Source: an optimization exercise on an open RTL-to-GDS flow (aim: small area and a short achievable clock period). Production flows keep margins and buffers that such runs may drop. Function was checked by simulation only, so behaviour that the tests miss may differ from the original. Power and IR drop assume default switching activity.

==> design.v <==
`timescale 1ns / 1ps
module booth_multiplication(Product,multiplicand,multiplier
    );
parameter multiplier_width=8;
parameter multiplicand_width=8;
reg [multiplicand_width-1 : 0] AC;
reg [multiplier_width-1 : 0] QR;
input [multiplicand_width-1 : 0] multiplicand;
input [multiplier_width-1 : 0] multiplier;
reg [multiplicand_width-1 : 0] BR;   
reg qnext;   
output [15:0] Product;
assign Product = (multiplicand==8'b10000000 && multiplier == 8'b10000000) ? 16'b0100000000000000 : {AC,QR};
integer i;
always@(multiplicand,multiplier) 
begin
BR=multiplicand;
QR=multiplier;
AC=0;
qnext=1'b0;
for(i=0; i<multiplier_width; i=i+1)
    begin
    case({QR[0],qnext})
    2'b01:  AC=AC+BR;
    2'b10:  AC=AC-BR;
    default: ;
    endcase
    qnext=QR[0];
    QR={AC[0],QR[multiplier_width-1 : 1]};
    AC={AC[multiplicand_width-1],AC[multiplicand_width-1 : 1]};
    end
end
endmodule
`timescale 1ns / 1ps
module ALU_16_bit(A,B,data_in,op_dec,clk,reset,ans_ex,DM_data,data_out,flag_ex);
input [15:0] A,B,data_in;
input [5:0] op_dec;
input reset,clk;
output reg [15:0] ans_ex,DM_data;
output reg [15:0] data_out;
output wire [1:0] flag_ex;
wire [15:0] data_out_buff,ans_tmp,arith_shift,temp,BB;
reg [1:0] flag_prv;
wire zero,overflow;
wire [15:0] mul_prod;
assign BB = ((op_dec == 6'b000001 || op_dec==6'b001001) ? ~B + 1'b1 : B);     
assign temp = A[14:0]+BB[14:0];       
assign overflow = temp[15]^A[15]^BB[15];    
arithshift rsa(A,B,arith_shift);     
booth_multiplication bm(mul_prod,A[7:0],B[7:0]);
assign ans_tmp = 		  
  (op_dec == 6'b000000 ) ?  A+B             
: (op_dec == 6'b000001) ? A-B				 
: (op_dec == 6'b000010 ) ? B					 
: (op_dec == 6'b000011 ) ? mul_prod			 
: (op_dec == 6'b000100 ) ? A&B				 
: (op_dec == 6'b000101 ) ? A|B				 
: (op_dec == 6'b000110 ) ? A^B				 
: (op_dec == 6'b000111 ) ? ~B				 
: (op_dec == 6'b001000 ) ? A+B				 
: (op_dec == 6'b001001 ) ? A-B				 
: (op_dec == 6'b001010 ) ? B					 
: (op_dec == 6'b001100 ) ? A&B				 
: (op_dec == 6'b001101 ) ? A|B   			 
: (op_dec == 6'b001110 ) ? A^B				 
: (op_dec == 6'b001111 ) ? ~B				 
: (op_dec == 6'b010000 ) ? ans_ex		 
: (op_dec == 6'b010001 ) ? ans_ex			 
: (op_dec == 6'b010100 ) ? A 				 
: (op_dec == 6'b010101 ) ? A					 
: (op_dec == 6'b010110 ) ? data_in			 
: (op_dec == 6'b010111 ) ? ans_ex			 
: (op_dec == 6'b011000 ) ? ans_ex			 
: (op_dec == 6'b011001 ) ? A<<B				 
: (op_dec == 6'b011010 ) ? A>>B 			 
: (op_dec == 6'b011011 ) ? arith_shift		 
: (op_dec == 6'b011100 ) ? ans_ex			 
: (op_dec == 6'b011101 ) ? ans_ex			 
: (op_dec == 6'b011110 ) ? ans_ex : ans_ex;	 
assign zero = (ans_tmp == 16'b0000000000000000) ? 1'b1 : 1'b0;   
assign flag_ex = 
(op_dec == 6'b000000) ? {zero,overflow} : 
(op_dec == 6'b000001) ? {zero,overflow} : 
(op_dec == 6'b000010) ? {zero,1'b0} :
(op_dec == 6'b000011) ? {zero,overflow} : 
(op_dec == 6'b000100) ? {zero,1'b0} : 
(op_dec == 6'b000101) ? {zero,1'b0} : 
(op_dec == 6'b000110) ? {zero,1'b0} : 
(op_dec == 6'b000111) ? {zero,1'b0} : 
(op_dec == 6'b001000) ? {zero,overflow} : 
(op_dec == 6'b001001) ? {zero,overflow} : 
(op_dec == 6'b001010) ? {zero,1'b0} : 
(op_dec == 6'b001100) ? {zero,1'b0} : 
(op_dec == 6'b001101) ? {zero,1'b0} : 
(op_dec == 6'b001110) ? {zero,1'b0} : 
(op_dec == 6'b001111) ? {zero,1'b0} : 
(op_dec == 6'b010000) ? 2'b00:
(op_dec == 6'b010001) ? 2'b00: 
(op_dec == 6'b010100) ? 2'b00: 
(op_dec == 6'b010101) ? 2'b00: 
(op_dec == 6'b010110) ? {zero,1'b0} : 
(op_dec == 6'b010111) ? 2'b00: 
(op_dec == 6'b011000) ? 2'b00: 
(op_dec == 6'b011001) ? {zero,1'b0} : 
(op_dec == 6'b011010) ? {zero,1'b0} : 
(op_dec == 6'b011011) ? {zero,1'b0} : 
(op_dec == 6'b011100) ? flag_prv : 
(op_dec == 6'b011101) ? flag_prv : 
(op_dec == 6'b011110) ? flag_prv : flag_prv;
assign data_out_buff = ((op_dec==6'b010111) ? A : data_out);    
always @ (posedge clk)    
begin
		ans_ex <= (reset==0) ? 16'b0000000000000000 : ans_tmp ;
		data_out <= (reset==0) ? 16'b0000000000000000 : data_out_buff ;
		DM_data <= (reset==0) ? 16'b0000000000000000 : B;
		flag_prv <= (reset==0) ? 2'b00 : flag_ex;
end
endmodule
module arithshift(A,B,Ans);
input signed [15:0] A,B;   
output [15:0] Ans;
assign Ans = A >>> B;
endmodule
`timescale 1ns / 1ps
module data_dependency(ins,clk,reset,imm,op_dec,RW_dm,mux_sel_A,mux_sel_B,imm_sel,mem_en_ex,mem_rw_ex,mem_mux_sel_dm);
input [31:0] ins;
input clk,reset;
output reg [15:0] imm;
output reg [5:0] op_dec;
output [4:0] RW_dm;
output [1:0]mux_sel_A, mux_sel_B;    
output imm_sel, mem_en_ex, mem_rw_ex, mem_mux_sel_dm;
wire [14:0] and1_out;
wire jmp;
wire Cond_J;
wire LD_fd;
wire Imm;
wire LD1;
wire ST;
wire nor1_out,d1_out,and2_out,d3_out,d4_out,d5_out,or1_out,and3_out,d7_out,and7_out,and6_out,and4_out,and5_out;
wire comp1,comp2,comp3,comp4,comp5,comp6;
wire [14:0] ext;
reg [4:0] reg2,reg3,reg4,reg5,reg6,reg7;
assign jmp = (~ins[26])&(~ins[27])&ins[28]&ins[29]&ins[30]&(~ins[31]);  
assign Cond_J = ins[28]&ins[29]&ins[30]&(~ins[31]);
assign LD_fb = (~ins[26])&(~ins[27])&ins[28]&(~ins[29])&ins[30]&(~ins[31])&(~d1_out);  
assign Imm = ins[29]&(~ins[30])&(~ins[31]);
assign LD1 = (~ins[26])&(~ins[27])&ins[28]&(~ins[29])&ins[30]&(~ins[31]);
assign ST = ins[26]&(~ins[27])&ins[28]&(~ins[29])&ins[30]&(~ins[31]);
assign nor1_out = ~(jmp|Cond_J|d1_out);   
assign ext[0]= nor1_out;
assign ext[14:1] = nor1_out ==1 ? 14'b11111111111111 : 14'b00000000000000;
assign and1_out = ext&ins[25:11];
assign and2_out = LD1&(~d4_out);
assign or1_out = d4_out|d5_out;
assign and3_out = (~d3_out)&or1_out;
assign RW_dm = reg5;
DFlipFlop d1(LD_fb,clk,d1_out,reset);
DFlipFlop d3(ins[26],clk,d3_out,reset);
DFlipFlop d4(and2_out,clk,d4_out,reset);
DFlipFlop d5(ST,clk,d5_out,reset);
DFlipFlop d2(Imm,clk,imm_sel,reset);
DFlipFlop d6(d3_out,clk,mem_rw_ex,reset);
DFlipFlop d7(and3_out,clk,d7_out,reset);
DFlipFlop d8(or1_out,clk,mem_en_ex,reset);
DFlipFlop d9(d7_out,clk,mem_mux_sel_dm,reset);
assign comp1 =  (reg4 == reg2) ? 1'b1 : 1'b0;
assign comp2 =  (reg5 == reg2) ? 1'b1 : 1'b0;
assign comp3 =  (reg6 == reg2) ? 1'b1 : 1'b0;
assign comp4 =  (reg4 == reg7) ? 1'b1 : 1'b0;
assign comp5 =  (reg7 == reg5) ? 1'b1 : 1'b0;
assign comp6 =  (reg7 == reg6) ? 1'b1 : 1'b0;
assign and7_out = comp2&(~comp1);
assign and6_out = (~comp1)&(~comp2)&comp3;
assign and5_out = (~comp4)&comp5;
assign and4_out = (~comp4)&(~comp5)&comp6;
priEnc p1(comp1,and7_out,and6_out,mux_sel_A);
priEnc p2(comp4,and5_out,and4_out,mux_sel_B);
always@(posedge clk) begin
    imm <= (reset==1'b1) ? ins[15:0] : 16'b0;
    op_dec <= (reset==1'b1) ? ins[31:26] : 6'b0;
    reg2 <= (reset==1'b1) ? and1_out[9:5] : 5'b0;  
    reg3 <= (reset==1'b1) ? and1_out[14:10] : 5'b0;
    reg4 <= (reset==1'b1) ? reg3 : 5'b0;
    reg5 <= (reset==1'b1) ? reg4 : 5'b0;
    reg6 <= (reset==1'b1) ? reg5 : 5'b0;
    reg7 <= (reset==1'b1) ? and1_out[4:0] : 5'b0;
end
endmodule
module DFlipFlop(D,clk,Q,reset);
input D;  
input clk;  
input reset;
output  Q;  
reg Q_temp;
assign Q = reset==1 ? Q_temp : 1'b0;
always @(posedge clk) begin
 Q_temp <= D; 
end 
endmodule  
module priEnc(B,C,D,out);
input B,C,D;
output [1:0]out;
assign out[0] = D|(~C&B);
assign out[1] = D|C;
endmodule
`timescale 1ns / 1ps
module reg_bank(ans_ex,ans_dm,ans_wb,imm,RA,RB,RW_dm,mux_sel_A,mux_sel_B,imm_sel,clk,A,B);
input [15:0] ans_ex,ans_dm,ans_wb,imm;
input [4:0] RA,RB,RW_dm;
input [1:0] mux_sel_A,mux_sel_B;
input clk,imm_sel;
output [15:0] A,B;
reg [15:0] AR,BR;   
wire [15:0] BI;
reg [15:0] reg_bank [31:0];
assign A = mux_sel_A[1] ? (mux_sel_A[0] ? ans_wb : ans_dm ) : (mux_sel_A[0] ? ans_ex : AR);   
assign BI = mux_sel_B[1] ? (mux_sel_B[0] ? ans_wb : ans_dm ) : (mux_sel_B[0] ? ans_ex : BR);
assign B = imm_sel ? imm : BI;
always@(posedge clk) begin                     
	AR <= reg_bank[RA]; 							 
	BR <= reg_bank[RB];							 
	reg_bank[RW_dm] <= ans_dm;			 
end
endmodule
`timescale 1ns / 1ps
module stall_control(op,clk,reset,stall,stall_pm);
input [5:0] op;
input clk, reset;
output stall, stall_pm;
wire HLT, L_D, JUMP, stall_temp, stall_pm_temp, Q1, Q2, Q4;
assign HLT = op[0] & (~op[1]) & (~op[2]) & (~op[3]) & op[4] & (~op[5]);
assign L_D = (~op[0]) & (~op[1]) & op[2] & (~op[3]) & op[4] & (~op[5]) & (~Q1);
assign JUMP = op[2] & op[3] & op[4] & (~op[5]) & (~Q4);
DFlipFlop d1(L_D,clk,Q1,reset);
DFlipFlop d2(JUMP,clk,Q2,reset);
DFlipFlop d3(stall_temp,clk,stall_pm_temp,reset);
DFlipFlop d4(Q2,clk,Q4,reset);
assign stall_temp = HLT | L_D | JUMP; 
assign stall = stall_temp;
assign stall_pm = stall_pm_temp;  
endmodule  
`timescale 1ns / 1ps
module WriteBack(ans_dm, clk, reset, ans_wb);
input [15:0] ans_dm;
input clk, reset;
output reg [15:0] ans_wb;
wire [15:0] ans_wb_temp;
assign ans_wb_temp = reset==1'b1 ? ans_dm : 16'b0;
always @(posedge clk) begin  
	ans_wb <= ans_wb_temp; 
end
endmodule
`timescale 1ns / 1ps
module jump_control(jmp_address_pm,current_address,op,flag_ex,interrupt,clk,reset,jmp_loc,pc_mux_sel);
input [15:0] jmp_address_pm,current_address;
input [5:0] op;
input [1:0] flag_ex;
input interrupt,clk,reset;
output [15:0] jmp_loc;
output pc_mux_sel;	 
wire wJV,wJNV,wJZ,wJNZ,RET,wInt,flag_mux_sel;
wire [15:0] next_add,interrupt_mux_out;
wire [15:0] sel_add_mux_out;
wire [1:0] flag_mux_out;
reg [15:0] hold_add;
reg [1:0] flag_reg;
wire [1:0] sel_jmp;
assign JV = (~op[0])&(~op[1])&(op[2])&(op[3])&(op[4])&(~op[5]);
assign JNV = (op[0])&(~op[1])&(op[2])&(op[3])&(op[4])&(~op[5]);
assign JZ = (~op[0])&(op[1])&(op[2])&(op[3])&(op[4])&(~op[5]);
assign JNZ = (op[0])&(op[1])&(op[2])&(op[3])&(op[4])&(~op[5]);
assign JMP = (~op[0])&(~op[1])&(~op[2])&(op[3])&(op[4])&(~op[5]);
assign wJV = sel_jmp[0] & JV;
assign wJNV = (~sel_jmp[0]) & JNV;
assign wJZ = sel_jmp[1] & JZ;
assign wJNZ = (~sel_jmp[1]) & JNZ;
assign RET = (~op[0])&(~op[1])&(~op[2])&(~op[3])&(op[4])&(~op[5]);
DFlipFlop d1(interrupt,clk,wInt,reset);
DFlipFlop d2(wInt,clk,flag_mux_sel,reset);
assign next_add = current_address + 16'b0000000000000001;
assign sel_add_mux_out = (interrupt == 1'b1) ? next_add : hold_add;
assign flag_mux_out = (flag_mux_sel == 1'b1) ? flag_ex : flag_reg;
assign sel_jmp = (RET == 1'b1 ) ? flag_reg : flag_ex ;
assign interrupt_mux_out  = (wInt == 1'b1 ) ? 16'b1111000000000000 : jmp_address_pm;
assign jmp_loc = (RET == 1'b1) ? hold_add : interrupt_mux_out;
assign pc_mux_sel = wJV|wJNV|wJZ|wJNZ|wInt|RET|JMP;
always@(posedge clk) begin
	hold_add <= (reset == 1'b1 ) ? sel_add_mux_out : 16'b0;
	flag_reg <= (reset == 1'b1 ) ? flag_mux_out : 2'b0;
end
endmodule
`timescale 1ns / 1ps
module branch_predictor(presentState,prediction,opcode,pc_mux_sel,clk,reset); 
input pc_mux_sel, clk, reset;
input [5:0] opcode;
output prediction;				 
output [1:0] presentState;		 
reg [1:0] present_state;		 
wire prediction_incorrect;
reg update;
assign prediction = present_state[1];
assign prediction_incorrect = (opcode[5:2] == 4'b0111) ? ((pc_mux_sel == prediction) ? (1'b0) : (1'b1)) : (1'b0) ;   
assign presentState = present_state;
always@(posedge clk) begin
	present_state <= (reset) ? present_state : 2'b00;
	if(opcode[5:2] == 4'b0111) begin 
		present_state <= (prediction_incorrect == 1'b1) ? ((present_state == 2'b00 | present_state == 2'b10) ? (2'b01) : (2'b10)) :	((present_state == 2'b10 | present_state == 2'b11) ? (2'b11) : (2'b00)) ;
	end
end
endmodule
`timescale 1ns / 1ps
module Program_memory(jmp_loc , pc_mux_sel , stall , stall_pm , reset , clk , PM_out , ins , current_address);
input [15:0] jmp_loc;
input pc_mux_sel , stall , stall_pm , reset , clk;
input [31:0] PM_out;    
output [31:0] ins;
output [15:0] current_address;
wire [31:0] ins_pm;
wire [15:0] CAJ,CAR,IA;
reg [15:0] hold_address,next_address;
reg [31:0] ins_prv;
assign CAJ = (stall == 1'b0 ) ? next_address : hold_address;     
assign CAR = (pc_mux_sel == 1'b0 ) ? CAJ : jmp_loc;    
assign current_address = (reset == 1'b0 ) ? 16'b0 : CAR;    
assign IA = current_address + 16'b0000000000000001;    
assign ins_pm = (stall_pm==1'b0) ? PM_out : ins_prv;    
assign ins = (reset==1'b1) ? ins_pm : 32'b0;    
always@(posedge clk) begin
	next_address <= (reset==1'b1) ? IA : 16'b0;   
	hold_address <= (reset==1'b1) ? current_address : 16'b0;   
	ins_prv <= (reset==1'b1) ? ins : 32'b0;    
end
endmodule
`timescale 1ns / 1ps
module dataMemoryBlock(ans_ex, DM_data, mem_rw_ex, mem_en_ex,mem_mux_sel_dm,reset,clk, DM_out, ans_dm);
input [15:0] ans_ex,DM_data;
input mem_rw_ex , mem_en_ex, mem_mux_sel_dm,reset,clk;
input [15:0] DM_out;    
output [15:0] ans_dm;
reg [15:0] Ex_out;
wire[15:0] temp;
assign ans_dm = (mem_mux_sel_dm == 1'b0)  ? Ex_out : DM_out;  
assign temp = (reset == 1'b1) ? ans_ex : 16'b0;
always @(posedge clk) begin
	Ex_out <= temp;
end
endmodule
`timescale 1ns / 1ps
module MIPS_16_bit_Processor(data_in,clk,interrupt,reset,data_out,imem_addr,imem_rdata,dmem_en,dmem_we,dmem_addr,dmem_wdata,dmem_rdata,prediction,present_state);
input [15:0] data_in;
input clk;
input interrupt;
input reset;
output [15:0] data_out;
output [15:0] imem_addr;
input [31:0] imem_rdata;
output dmem_en;
output dmem_we;
output [15:0] dmem_addr;
output [15:0] dmem_wdata;
input [15:0] dmem_rdata;
output [1:0] present_state;
output prediction;
wire [31:0] ins;
wire [15:0] A;
wire [15:0] B;
wire [15:0] Current_Address;
wire [15:0] ans_ex;
wire [15:0] ans_dm;
wire [15:0] ans_wb;
wire [1:0] mux_sel_A;
wire [1:0] mux_sel_B;
wire imm_sel;
wire [15:0] jmp_loc;
wire pc_mux_sel; 
wire stall , stall_pm;
wire [15:0] DM_data;
wire mem_rw_ex , mem_en_ex, mem_mux_sel_dm;
wire [15:0] imm;
wire [4:0] RA,RB,RW_dm;
wire [5:0] op_dec;
wire [15:0] jmp_address_pm,current_address;
wire [1:0] flag_ex;
Program_memory p1(jmp_loc , pc_mux_sel , stall , stall_pm , reset , clk , imem_rdata , ins , Current_Address);
assign imem_addr = Current_Address;
assign RA = ins[20:16];
assign RB = ins[15:11];
data_dependency p8(ins,clk,reset,imm,op_dec,RW_dm,mux_sel_A,mux_sel_B,imm_sel,mem_en_ex,mem_rw_ex,mem_mux_sel_dm);
ALU_16_bit p2(A,B,data_in,op_dec,clk,reset,ans_ex,DM_data,data_out,flag_ex);
dataMemoryBlock p3(ans_ex, DM_data, mem_rw_ex, mem_en_ex,mem_mux_sel_dm,reset,clk, dmem_rdata, ans_dm);
assign dmem_en = mem_en_ex;
assign dmem_we = mem_rw_ex;
assign dmem_addr = ans_ex;
assign dmem_wdata = DM_data;
reg_bank p4(ans_ex,ans_dm,ans_wb,imm,RA,RB,RW_dm,mux_sel_A,mux_sel_B,imm_sel,clk,A,B);
stall_control p5(ins[31:26],clk,reset,stall,stall_pm);
WriteBack p6(ans_dm, clk, reset, ans_wb);
jump_control p7(ins[15:0],Current_Address,ins[31:26],flag_ex,interrupt,clk,reset,jmp_loc,pc_mux_sel);
branch_predictor bp(present_state,prediction,ins[31:26],pc_mux_sel,clk,reset);
endmodule
==> run.sh <==
#!/bin/bash
# synth_recipe.tcl (not shown) runs the flow's synth.tcl, then flattens the netlist and writes it again
# the make line also repeats each setting of config.mk as NAME=value (left out here)
make -C /OpenROAD-flow-scripts/flow DESIGN_CONFIG=/design/flow/config.mk WORK_HOME=/design/flow/orfs CLKGATE_MAP_FILE= SYNTH_SCRIPT=/design/flow/synth_recipe.tcl finish
==> config.mk <==
export PLATFORM = sky130hd
export DESIGN_NAME = MIPS_16_bit_Processor
export DESIGN_NICKNAME = MIPS_16_bit_Processor
export VERILOG_FILES = /design/flow/design.v
export SDC_FILE = /design/flow/constraint.sdc
export NUM_CORES = 4
export LEC_CHECK = 0
export CAP_MARGIN = 35
export CORE_MARGIN = 2
export CORE_UTILIZATION = 40
export SLEW_MARGIN = 35
==> constraint.sdc <==
create_clock -name core_clock -period 24.0 [get_ports {clk}]
set_input_delay 4.8000 -clock core_clock [delete_from_list [all_inputs] [get_ports {clk}]]
set_output_delay 4.8000 -clock core_clock [all_outputs]
set_load 0.01 [all_outputs]
==> results.txt <==
==> synth_stat cells (all sizes together) (29+ instances only) <==
library cell	count
a21oi	283
o31ai	38
xnor2	154
o22ai	31
edfxtp	514
inv	126
buf	79
o221ai	30
mux2i	162
a31oi	93
nor3	101
nor2	395
and3	117
dfxtp	240
and2	80
nand3	171
nand2	820
mux2	52
nand2b	35
ha	126
a311oi	67
mux4	146
o211ai	43
o21ai	216
nor2b	29
a211oi	108
clkbuf	267
==> worst max-delay path by stage <==
| stage | startpoint | to | slack, ns |
|---|---|---|---|
| 2_1_floorplan | reset | imem_addr[12] | 0.01 |
| 3_3_place_gp | dmem_rdata[1] | imem_addr[14] | 0.23 |
| 3_5_place_dp | dmem_rdata[0] | imem_addr[14] | -0.04 |
| 4_1_cts | dmem_rdata[1] | imem_addr[14] | 0.08 |
| 5_1_grt | reset | imem_addr[6] | -0.06 |
| 6_report | reset | imem_addr[6] | 0.65 |
==> worst register-to-register path: cells and delay by family (launching register included) <==
| kind | cells | cell delay, ns |
|---|---|---|
| and+or+nand+nor | 23 | 4.53 |
| AOI/OAI and AO/OA | 26 | 5.38 |
| DFF | 1 | 0.70 |
| xor gates and xnor gates | 6 | 0.94 |
| adders and majority gates | 8 | 2.32 |
| buffers and inverters | 5 | 0.65 |
| muxes | 4 | 1.25 |
==> timing repair <==
action | 4_1_cts | 5_1_grt
endpoints found under the setup margin | 6 | 16
endpoints found under the hold margin | 0 | 0
buffers inserted | 0 | 26
hold buffers | 0 | 0
pin swaps | 0 | 20
cloned | 0 | 1
resized for setup | 3 | 60
==> per-layer routing <==
| layer | wire length, um | vias to the layer above |
|---|---|---|
| met5 | 0 | - |
| met4 | 11670 | 0 |
| met3 | 16130 | 537 |
| met1 | 70980 | 20370 |
| li1 | - | 18470 |
| met2 | 82210 | 2229 |
==> where the power goes <==
part	internal (mW)	switching [mW]	total, mW
logic	2.97	4.10	7.07
clock network	0.756	0.562	1.32
registers	1.48	0.0485	1.53
total	5.21	4.71	9.92
==> stage by stage <==
stage,instance area [um2],total power [mW]
4_1_cts,53790,9.538
3_3_place_gp,50890,8.118
6_report,54320,9.916
2_1_floorplan,47260,6.347
3_5_place_dp,51010,8.186
5_1_grt,54320,10.62
==> cells by family (layout without fill, tap and decap cells) <==
| kind of cell | Yosys count | count (layout) | share of synthesized area [%] |
|---|---|---|---|
| adder cells (fa/ha/maj) | 135 | 135 | 3.718 |
| buffers and inverters | 475 | 645 | 3.929 |
| AND/OR/NAND/NOR | 1868 | 1869 | 18.03 |
| AO/OA/AOI/OAI | 1142 | 1142 | 16.31 |
| other | 0 | 5 | 0 |
| multiplexers | 360 | 360 | 11.65 |
| flip-flops | 754 | 754 | 42.83 |
| XOR/XNOR | 182 | 182 | 3.527 |
==> final cells by class <==
| type | count | area, um2 |
|---|---|---|
| Clock inverter | 42 | 501.7 |
| Timing Repair Buffer | 361 | 3174 |
| Tap cell | 1536 | 1922 |
| Clock buffer | 113 | 2266 |
| Fill cell | 11120 | 63280 |
| Antenna cell | 5 | 12.51 |
| Sequential cell | 754 | 20240 |
| Multi-Input combinational cell | 3688 | 25710 |
| Inverter | 129 | 499.2 |
==> impl_metrics.toml <==
[flow_run]
drv_cap = 0

[power_and_ir_drop]
pwr_density_cell_mw_per_mm2 = 182.5
p_leak_nw = 19.89
peakVddDrop_mv = 0.3353

[place]
dp_slack_ns = -0.03816
portBuffers = 135
gp_congestion = 1.023
dp_hpwl_mm = 122.7
dp_cells = 6440

[cts]
h-tree-depth = 3
clkSinkCount = 754
clock_latency_ns = 0.69
clock_path_buffers = 3
root_buffer = "clkbuf_16"
cts-buffers-inserted = 84
cts_tree = "done"
clk_pin_slew_ns = 0.06

[timing]
fin_crit_sh_pct = 97.30
setup_tns_ns = 0
setup_ws_ns = 0.6489
finClkSkew_ns = 0.04615
fin_crit_ns = 23.35
setup-violations-final = 0
tightest_slew_ns = 1.054
relSlewSlack_pct = 28.97
slew_viol_final = 0
hold-worst-slack_ns = 0.4331
hold_viol = 0
max_freq_ghz = 0.04282

[routing]
detail-route-antenna-nets = 0
wl_mm = 181.0
routed_via_density = 6.277
drtIter0Drc = 4945
drt_first_pass_iters = 6
drc = 0
vias = 41600
wl_per_cell_um = 27.31

[logic_synthesis]
syn_avg_cell_area_um2 = 9.612
ys_ff_latch = 754
syn-num-nets = 5118
yosysTopAreaCellShare_pct = 32.66
syn_area_mm2 = 0.04725
synth_top_area_cell = "edfxtp_1"
synthTopCellsByArea = "edfxtp_1 (33%), dfxtp_1 (10%), mux4_2 (7.0%)"
synth_cells = 4916
seq_area_frac_synth_pct = 42.83
synth_warnings = 16
synthArstFlopShare_pct = 0
synth_cell_types = 125
ys.flop_type = "edfxtp_1"
synth_edf_count = 514

[final_layout]
largest_register = "p4.reg_bank"
drive_gt1_share_pct = 13.96
layout.nets = 5220
reg.largest.list = "p4.reg_bank (512), p1.ins_prv (32)"
layout_commonest_cell = "nand2_1"
syn2layout_area_growth_pct = 14.96
fin_util_pct = 46.19
final_cells = 6628
most-common-layout-cells = "nand2_1 (811), edfxtp_1 (514), nor2_1 (357)"
largest_reg_flops = 512

[floorplan]
num_rows = 126
die_area_mm2 = 0.1209
coreArea_mm2 = 0.1176
die_y_um = 347.7
die_x_um = 347.7
initial_core_util_pct = 40.18
ios = 136

[global_route]
grt_max_degree = 160
busiest_layer = "met2"
globalRouteMet3Util_pct = 5.327
track_usage_pct = 28.96
antenna_found_initial = 10
grt_overflow = 0
grt_pass1_wl_mm = 262.8
use_met2_pct = 45.67
grtUsageMet1_pct = 37.43
grt_pass1_vias = 39320

[critical_path]
reg2reg_slack_ns = 8.14
crit_slowest_cell = "clkdlybuf4s50_1"
worst-path-buf-inv = 8
crit_arrival_ns = 18.55
reg2reg_to = "p7.hold_add[10]"
rr_startpoint = "p8.reg5[4]"
worstRegToRegCells = 72
crit_cells = 65
required_ns = 19.20
criticalPathCategory = "in2out"
cp_common_cell = "ha_1"
endpoint_kind = "output port"
cp-start-kind = "primary input"
cp_top_family = "compound AO/OA/AOI/OAI gates"
cp_slowest_stage_delay_ns = 0.51
crit_path_max_fanout = 10

[min_path]
hp-class = "reg2reg"
hold_path_depth = 1
hold_path_startpoint = "p8.reg3[2]"
min_to = "p8.reg4[2]"

[outcome]
status = "finished clean"

[re-timing with driven ports]
No port has a modelled driver above. Below, the same layout with a new extraction and two added sets of constraints. Step 1 assumes that a clkbuf_16 drives the clock port and a buf_2 every other input. Step 2 moves the port delays by t, midway between the first and last clock arrival at a register: inputs arrive t later, outputs are due t later. That takes back most of the time a late clock gives input paths. Three values: ideal, step 1, step 2; two values: the first two.
t (ns): 0.734
slack for setup (ns): 0.649 / 0.589 / 0.589
worst data-port slew with drivers (ns): 0.09
cell pins on the clock port's net: 1
After both steps this run still meets setup and hold. The setup slack of this run moves by -0.060 ns with the drivers and by -0.060 ns with both steps.
